From an optimization exercise on the open Yosys and OpenROAD flow, aimed at small area and a short achievable clock period; shortcuts taken in it are not production practice.
Function was checked by simulation only, so behaviour that the tests miss may differ from the original.

== build 54 ==
==> flow/design.v (excerpt) <==
module CTE ( clk, reset, op_mode, in_en, yuv_in, rgb_in, busy, out_valid, rgb_out, yuv_out);
==> flow/config.mk <==
export PLATFORM = sky130hd
export DESIGN_NAME = CTE
export DESIGN_NICKNAME = CTE
export VERILOG_FILES = /design/flow/design.v
export SDC_FILE = /design/flow/constraint.sdc
export NUM_CORES = 4
export LEC_CHECK = 0
export CAP_MARGIN = 20
export CORE_MARGIN = 2
export CORE_UTILIZATION = 40
export SLEW_MARGIN = 20
==> flow/constraint.sdc <==
create_clock -name core_clock -period 25.0 [get_ports {clk}]
set_input_delay 5.0000 -clock core_clock [delete_from_list [all_inputs] [get_ports {clk}]]
set_output_delay 5.0000 -clock core_clock [all_outputs]
set_load 0.01 [all_outputs]
standard.sh (not shown) runs the stock make flow with config.mk's settings and CLKGATE_MAP_FILE= SYNTH_SCRIPT=/design/flow/synth_recipe.tcl, a recipe that flattens the netlist after the stock synthesis.
==> flow/flow/run.sh <==
#!/bin/bash
# Standard layout (the standard.sh: standard synthesis and ORFS flow), with the
# port buffers made from buf_2 instead of the default delay buffer, and timing repair aiming 15 ns above zero slack.
set -euo pipefail
bash standard.sh "BUFFER_PORTS_ARGS=-buffer_cell sky130_fd_sc_hd__buf_2" "SETUP_SLACK_MARGIN=15" finish > standard_flow.log 2>&1
Build 54 | status: complete | timing, DRC, antenna: pass
The following lists how build 69 was set up differently from build 54:
==> flow/run.sh (new file) <==
#!/bin/bash
# synth_recipe.tcl (not shown) runs the flow's synth.tcl, then flattens the netlist and writes it again
# the make line also repeats each setting of config.mk as NAME=value (left out here)
make -C /OpenROAD-flow-scripts/flow DESIGN_CONFIG=/design/flow/config.mk WORK_HOME=/design/flow/orfs CLKGATE_MAP_FILE= SYNTH_SCRIPT=/design/flow/synth_recipe.tcl finish
removed: flow/flow/run.sh
removed: flow/standard.sh
Results
- Build 69 and build 54 ended up with roughly the same total routing usage reported by global routing.
- As far as post-synthesis simple-gate area fraction goes, build 54 and build 69 are indistinguishable; the numbers are identical.
- Diff build 54 -> build 69: maximum frequency went down 5.1%, fill cell total of the finished layout fell by about 1.3%.
- On area enclosed by the die boundary, build 69 and build 54 are basically level.
- Against build 54, build 69 comes in 2.1 points higher on final critical-path share of the clock period.
- Of build 69 and build 54, build 54 shows the higher path length in cells of the critical path, with build 69 below it.
- The global-route wire length before repair of build 69 is higher than that of build 54.
- Build 69 has less setup slack than build 54.
Relative to build 69, the following input files were edited for build 60:
==> flow/flow/run.sh (new file) <==
#!/bin/bash
# Standard layout (the standard.sh: standard synthesis and ORFS flow), with the
# port buffers made from buf_2 instead of the default delay buffer, and timing repair aiming 16.5 ns above zero slack.
set -euo pipefail
bash standard.sh "BUFFER_PORTS_ARGS=-buffer_cell sky130_fd_sc_hd__buf_2" "SETUP_SLACK_MARGIN=16.5" finish > standard_flow.log 2>&1
==> flow/standard.sh (new file) <==
#!/bin/bash
# synth_recipe.tcl (not shown) runs the flow's synth.tcl, then flattens the netlist and writes it again
# the make line also repeats each setting of config.mk as NAME=value (left out here)
make -C /OpenROAD-flow-scripts/flow DESIGN_CONFIG=/design/flow/config.mk WORK_HOME=/design/flow/orfs CLKGATE_MAP_FILE= SYNTH_SCRIPT=/design/flow/synth_recipe.tcl "${@:-finish}"
removed: flow/run.sh
[summary]
Changes observed in build 60 relative to build 69: number of buffer and inverter stages on the critical path grew by 1; utilization has increased; non-filler instance count after layout increased by 5.1% relative to the old numbers.
### build 60 -> build 15
==> flow/flow/run.sh <==
#!/bin/bash
# Standard layout (the standard.sh: standard synthesis and ORFS flow), with the
# port buffers made from buf_2 instead of the default delay buffer.
set -euo pipefail
bash standard.sh "BUFFER_PORTS_ARGS=-buffer_cell sky130_fd_sc_hd__buf_2" finish > standard_flow.log 2>&1
### Flow results
The final layout from build 15, which completed every stage, passed the timing, design-rule and antenna checks at the end of the flow.
[build 15] total detailed-routing wirelength fell 6.8% relative to build 60
Going from build 60 to build 15, minimum clock period grows by 0.51 ns.
On build 15: length of routed wiring on met1 is about 5% lower than what build 60 gave.
Build 15 — layout overhead on the synthesized area 16 points lower, build 60 as reference
The inputs of build 74 differ from those of build 15 as listed below.
==> flow/flow/run.sh <==
#!/bin/bash
# Standard layout (the standard.sh: standard synthesis and ORFS flow), with the
# port buffers made from buf_2 instead of the default delay buffer, and timing repair aiming 18 ns above zero slack.
set -euo pipefail
bash standard.sh "BUFFER_PORTS_ARGS=-buffer_cell sky130_fd_sc_hd__buf_2" "SETUP_SLACK_MARGIN=18" finish > standard_flow.log 2>&1
[summary]
Every run (build 74 and build 15) finished clean. When build 74 is measured against build 15, its setup slack turns out 0.49 ns higher. Cell count: build 74 higher than build 15. Measured against build 74, the maximum number of pins on one net before global-route repair of build 15 comes out at 0.870 times the reference value. Relative to build 15, number of global-route vias before repair increased by about 10% in build 74. Against build 15, build 74 reports a fraction of cell area in non-clock buffers that is higher.
Setup changes, build 74 to build 51
Settings: SYNTH_HIERARCHICAL newly set to 1.
==> flow/flow/run.sh <==
#!/bin/bash
# Standard layout (the standard.sh: standard synthesis and ORFS flow), with the
# port buffers made from buf_2 instead of the default delay buffer.
set -euo pipefail
bash standard.sh "BUFFER_PORTS_ARGS=-buffer_cell sky130_fd_sc_hd__buf_2" finish > standard_flow.log 2>&1
Findings:
Build 74: flow completed, timing, DRC and antenna clean. Build 51: all stages complete, timing, DRC and antenna checks passed. For the slew at the pin closest to its max-slew limit, build 51 came in 0.13 ns higher than build 74 did. Diff build 74 -> build 51: initial antenna violation count was more or less identical; sequential share of cell area now larger; total length of routed met3 wires dropped 9 microns; post-route worst setup slack shows a reduction of 0.11 ns; worst relative slew slack saw a decrease.

========
Setup of zinc:
CTE, a different RTL version from the one above (not shown whole).
Size: roughly 810 cells after synthesis, ~46 flip-flops, about 70 I/O pins, ~7700 um^2 of cells after synthesis.
==> flow/config.mk <==
export PLATFORM = sky130hd
export DESIGN_NAME = CTE
export DESIGN_NICKNAME = CTE
export VERILOG_FILES = /design/flow/design.v
export SDC_FILE = /design/flow/constraint.sdc
export NUM_CORES = 4
export LEC_CHECK = 0
export CAP_MARGIN = 20
export CORE_MARGIN = 2
export CORE_UTILIZATION = 40
export CTS_BUF_LIST = sky130_fd_sc_hd__clkbuf_8
export SLEW_MARGIN = 20
export SYNTH_HIERARCHICAL = 1
==> flow/constraint.sdc <==
create_clock -name core_clock -period 25.0 [get_ports {clk}]
set_input_delay 5.0000 -clock core_clock [delete_from_list [all_inputs] [get_ports {clk}]]
set_output_delay 5.0000 -clock core_clock [all_outputs]
set_load 0.01 [all_outputs]
==> flow/flow/run.sh <==
#!/bin/bash
# Standard layout (the standard.sh: standard synthesis and ORFS flow), with the
# port buffers made from buf_1 instead of the default delay buffer.
set -euo pipefail
bash standard.sh "BUFFER_PORTS_ARGS=-buffer_cell sky130_fd_sc_hd__buf_1" finish > standard_flow.log 2>&1
diff inputs: zinc => xenon
# zinc
export LEC_CHECK = 0
export CAP_MARGIN = 20
export CORE_MARGIN = 2
export CORE_UTILIZATION = 40
export CTS_BUF_LIST = sky130_fd_sc_hd__clkbuf_8
export SLEW_MARGIN = 20
export SYNTH_HIERARCHICAL = 1
create_clock -name core_clock -period 25.0 [get_ports {clk}]
# xenon
export LEC_CHECK = 0
export CAP_MARGIN = 20
export CORE_MARGIN = 2
export CORE_UTILIZATION = 40
export SLEW_MARGIN = 20
export SYNTH_HIERARCHICAL = 1
create_clock -name core_clock -period 25.0 [get_ports {clk}]
==> run notes <==
xenon against zinc: register fraction of the total cell area was more or less identical, post-route worst hold slack saw a decrease.
xenon leaves less setup margin than zinc.

========
v6:
Starting RTL as in the previous note.
clock: 25.0 ns
lec_check: 0
cap_margin: 20
core_margin: 2
core_utilization: 40
slew_margin: 20
synth_hierarchical: 1
==> flow/flow/run.sh <==
#!/bin/bash
# Standard layout (the standard.sh: standard synthesis and ORFS flow), with the
# port buffers made from buf_1 instead of the default delay buffer, and timing repair aiming 16.25 ns above zero slack.
set -euo pipefail
bash standard.sh "BUFFER_PORTS_ARGS=-buffer_cell sky130_fd_sc_hd__buf_1" "SETUP_SLACK_MARGIN=16.25" finish > standard_flow.log 2>&1
Modified inputs, v7 compared to v6
==> flow/flow/run.sh <==
#!/bin/bash
# Standard layout (the standard.sh: standard synthesis and ORFS flow), with the
# port buffers made from buf_2 instead of the default delay buffer.
set -euo pipefail
bash standard.sh "BUFFER_PORTS_ARGS=-buffer_cell sky130_fd_sc_hd__buf_2" finish > standard_flow.log 2>&1
Results
As far as number of distinct library cells after synthesis goes, v7 and v6 are indistinguishable; the numbers are identical.
v7 ended with less total length of routed wires than v6.
v6 has a higher met1 track utilization from global routing than v7.
The final reports for v7 and v6 show hold-critical path depth higher in the former.
In the final design statistics, v7 uses fewer standard cells in total than v6.
Compared with v6, v7 shows a setup slack of the worst register-to-register path that is 0.06 ns lower.

========
Another version of the RTL of CTE (not shown whole).
For scale: about 810 cells after synthesis, ~44 flip-flops, about 70 I/O pins, ~0.0082 mm2 of cells after synthesis.
export LEC_CHECK = 0
export CAP_MARGIN = 20
export CORE_MARGIN = 2
export CORE_UTILIZATION = 65
export SLEW_MARGIN = 20
export SYNTH_HIERARCHICAL = 1
create_clock -name core_clock -period 25.0 [get_ports {clk}]
==> flow/flow/run.sh <==
#!/bin/bash
# Standard layout (the standard.sh: standard synthesis and ORFS flow), with the
# port buffers made from buf_2 instead of the default delay buffer.
set -euo pipefail
bash standard.sh "BUFFER_PORTS_ARGS=-buffer_cell sky130_fd_sc_hd__buf_2" finish > standard_flow.log 2>&1
The first run finished clean.
Edit:
- CORE_UTILIZATION: 65 -> 40
Wire length rose by 1.0%.
Fmax fell by 0.56%.
Cell count rose by 10%.
Area after synthesis does not change.
First-iteration DRC count fell by 19%.
Non-clock buffer count is unchanged.

separate check: timing with driven ports:
The flow's constraints put no driver on any port. The routed layouts listed below were extracted and timed again, unchanged, in two steps. Step 1 (the two cells are an assumption about what drives the block):
set clk [get_ports {clk}]
set_driving_cell -lib_cell sky130_fd_sc_hd__clkbuf_16 $clk
set_driving_cell -lib_cell sky130_fd_sc_hd__buf_2 [delete_from_list [all_inputs] $clk]
Step 2 also shifts input and output timing later by t, the mid clock arrival at the registers, as if the neighbouring blocks saw the same clock. a / b / c = ideal / step 1 / step 2; a / b = the first two.
run | t, ns | setup WS [ns] | hold WS [ns] | worst data-port slew with drivers (ns)
build 54 | 0.326 | 15.278 / 15.239 / 15.380 | 0.605 / 0.605 / 0.605 | 0.04
build 69 | 0.325 | 14.760 / 14.724 / 15.038 | 0.601 / 0.601 / 0.601 | 0.05
build 60 | 0.339 | 15.690 / 15.649 / 15.813 | 0.602 / 0.602 / 0.602 | 0.05
build 15 | 0.326 | 15.182 / 15.143 / 15.358 | 0.605 / 0.605 / 0.605 | 0.04
build 74 | 0.329 | 15.677 / 15.638 / 15.838 | 0.615 / 0.615 / 0.615 | 0.06
build 51 | 0.320 | 15.564 / 15.584 / 15.264 | 0.569 / 0.569 / 0.569 | 0.03
zinc | 0.358 | 16.121 / 16.087 / 15.778 | 0.622 / 0.622 / 0.622 | 0.03
xenon | 0.336 | 16.092 / 16.109 / 15.773 | 0.619 / 0.619 / 0.619 | 0.03
v6 | 0.337 | 16.184 / 16.203 / 15.866 | 0.606 / 0.606 / 0.606 | 0.06
v7 | 0.337 | 16.099 / 16.104 / 15.782 | 0.608 / 0.608 / 0.608 | 0.03
the first run of note 4 | 0.331 | 15.256 / 15.218 / 15.511 | 0.634 / 0.634 / 0.634 | 0.05
the second run of note 4 | 0.328 | 15.200 / 15.163 / 15.467 | 0.619 / 0.619 / 0.619 | 0.04
After both steps setup and hold are still met in every run listed. The setup slack of zinc, which loses most, moves by -0.034 ns with the drivers and by -0.343 ns with both steps.
